What follows belongs to an exercise in optimizing a design on an open flow for a short achievable clock period and few clock cycles; a production flow would make more cautious choices.
Function was checked by simulation only, so behaviour that the tests miss may differ from the original.

Setup of the baseline:
## processor1
module processor1(
	input  logic        clk,
	input  logic        rst,
	output logic [15:0] imem_addr,
	input  logic [17:0] imem_rdata,
	output logic [15:0] dmem_addr,
	output logic [15:0] dmem_wdata,
	output logic        dmem_we,
	input  logic [15:0] dmem_rdata
	);
For scale: roughly 8,100 cells after synthesis, roughly 85 I/O pins, about 0.065 mm^2 of cells after synthesis.
clock: 135.0 ns
lec_check: 0
cap_margin: 20
core_margin: 2
core_utilization: 40
slew_margin: 20
synth_hierarchical: 1
synth_minimum_keep_size: 0
standard.sh (not shown) runs the stock make flow with config.mk's settings and CLKGATE_MAP_FILE= SYNTH_SCRIPT=/design/flow/synth_recipe.tcl, a recipe that flattens the netlist after the stock synthesis.
==> flow/flow/run.sh <==
#!/bin/bash
set -euo pipefail
export BUFFER_PORTS_ARGS="-buffer_cell sky130_fd_sc_hd__buf_4"
export SETUP_SLACK_MARGIN=107
bash standard.sh > standard_flow.log 2>&1
Testbench counts of the baseline, summed over its fixed seeds: cycles 20,573.
#### Input delta (the candidate over the baseline)
diff --git a/flow/design.v b/flow/design.v
--- a/flow/design.v
+++ b/flow/design.v
@@ -541,27 +541,26 @@
 	wire is_br   = (op == OP_BEQ) | (op == OP_BNE);
 	wire eq      = (A == B);
 	wire taken   = ((op == OP_BEQ) & eq) | ((op == OP_BNE) & ~eq);
 	wire br_miss = is_br & (taken != e_pred) & (rc != 4'd0);
 	wire redirect = e_go & (br_miss | (op == OP_JR));
 	wire [15:0] e_pc_inc = e_pc + 16'd1;
 	wire [15:0] redirect_pc = (op == OP_JR) ? A : (taken ? e_pc_inc + zimm : e_pc_inc);
 	logic [15:0] zk;
 	wire alu_zero = (alu == 16'd0);
-	wire rem_zero = (d1_rem == 16'd0);
 	wire ldr_zero = (ldr == 16'd0);
 	always_comb begin
 		zk[0] = 1'b1;
 		for (int i = 1; i < 16; i++) begin
 			if (e_we && e_wdst == i)
 				zk[i] = alu_zero;
 			else if (d1_valid && d1_mod && d1_dst == i)
-				zk[i] = rem_zero;
+				zk[i] = 1'b0;
 			else if (ld_w_valid && ld_w_dst == i)
 				zk[i] = ldr_zero;
 			else
 				zk[i] = (rf[i] == 16'd0);
 			if ((ld_m_valid && ld_m_dst == i) ||
 			    (e_go && op == OP_LW && rb == i) ||
 			    (e_go && op == OP_MOD && rc == i))
 				zk[i] = 1'b0;
 		end
@@ -646,25 +645,29 @@
 	output logic [3:0]  pc_d,
 	output logic        pred
 	);
 	wire [5:0] op   = ins[17:12];
 	wire       is_j = (op == 6'h1d);
 	wire       beq  = (op == 6'h11);
 	wire       bne  = (op == 6'h12);
 	wire       feq  = (ins[11:8] == ins[7:4]);
 	wire       a0   = (ins[11:8] == 4'd0);
-	wire       same = feq | (a0 & zk[ins[7:4]]);
-	assign pred = (beq & same) | (bne & ~same);
+	wire       p0   = (beq & feq) | (bne & ~feq);
+	wire       m    = (beq | bne) & a0 & ~feq & ~ld_pc & ~ov;
+	wire       flip = m & zk[ins[7:4]];
+	assign pred = p0 ^ flip;
 	wire [4:0]  lo   = {1'b0, pc_inc[3:0]} + {1'b0, ins[3:0]};
 	wire [15:0] btgt = {lo[4] ? pc_inc_hi1 : pc_inc[15:4], lo[3:0]};
 	wire [15:0] jt   = {4'b0000, ins[11:0]};
-	wire [3:0]  f_pc = is_j ? jt[4*S+3:4*S] : (pred ? btgt[4*S+3:4*S] : pc_inc[4*S+3:4*S]);
-	assign pc_d = {4{~rst}} & (ld_pc ? ld_data[4*S+3:4*S] : (ov ? ov_pc[4*S+3:4*S] : f_pc));
+	wire [3:0]  f0   = is_j ? jt[4*S+3:4*S] : (p0 ? btgt[4*S+3:4*S] : pc_inc[4*S+3:4*S]);
+	wire [3:0]  f1   = p0 ? pc_inc[4*S+3:4*S] : btgt[4*S+3:4*S];
+	wire [3:0]  x0   = ld_pc ? ld_data[4*S+3:4*S] : (ov ? ov_pc[4*S+3:4*S] : f0);
+	assign pc_d = {4{~rst}} & (flip ? f1 : x0);
 endmodule
 module div8(
 	input  logic [15:0] r,
 	input  logic [7:0]  a,
 	input  logic [15:0] d,
 	output logic [7:0]  q,
 	output logic [15:0] rout
 	);
 	function automatic logic [16:0] div_step(input logic [15:0] rr, input logic x,
[summary]
The candidate finished end to end and its layout was clean on timing, DRC and antenna. Going from the baseline to the candidate, the wire length was found to have gone up by 4.3%. Comparing the candidate with the baseline, the data required time of the critical path came out essentially unchanged. Going from the baseline to the candidate, the number of global-route vias before repair was found to have gone up by 335. Via count: the candidate > the baseline. Of the candidate and the baseline, it is the candidate that has the lower sequential share of layout area. Comparing the candidate against the baseline, there is no change at all in clock sink count.
Testbench counts of the candidate, summed over its fixed seeds: cycles 20,573.

[re-timing with driven ports]
In the flow no input, the clock included, has a driving cell. The finished layouts below were timed again as built, in two steps.
Step 1: set_driving_cell puts a clkbuf_16 on clk and a buf_2 on each other input, an assumption about the parent block.
Step 2 moves the port delays by t, midway between the first and last clock arrival at a register: inputs arrive t later, outputs are due t later. That takes back most of the time a late clock gives input paths.
Slacks: no drivers / after step 1 / after step 2; pairs: no drivers / after step 1.
| run | t (ns) | setup WS [ns] | worst hold slack (ns) | worst setup path after step 2 | latest minus earliest clock arrival (ns) |
|---|---|---|---|---|---|
| the baseline | 0.757 | 106.796 / 106.502 / 105.745 | 0.423 / 0.423 / 0.423 | input to register | 0.061 / 0.062 |
| the candidate | 0.792 | 106.708 / 106.658 / 105.893 | 0.451 / 0.451 / 0.451 | input to register | 0.100 / 0.100 |
After both steps setup and hold are still met in every run listed. For the baseline, which loses most, drivers alone change the setup slack by -0.294 ns; drivers and shift together by -1.051 ns.
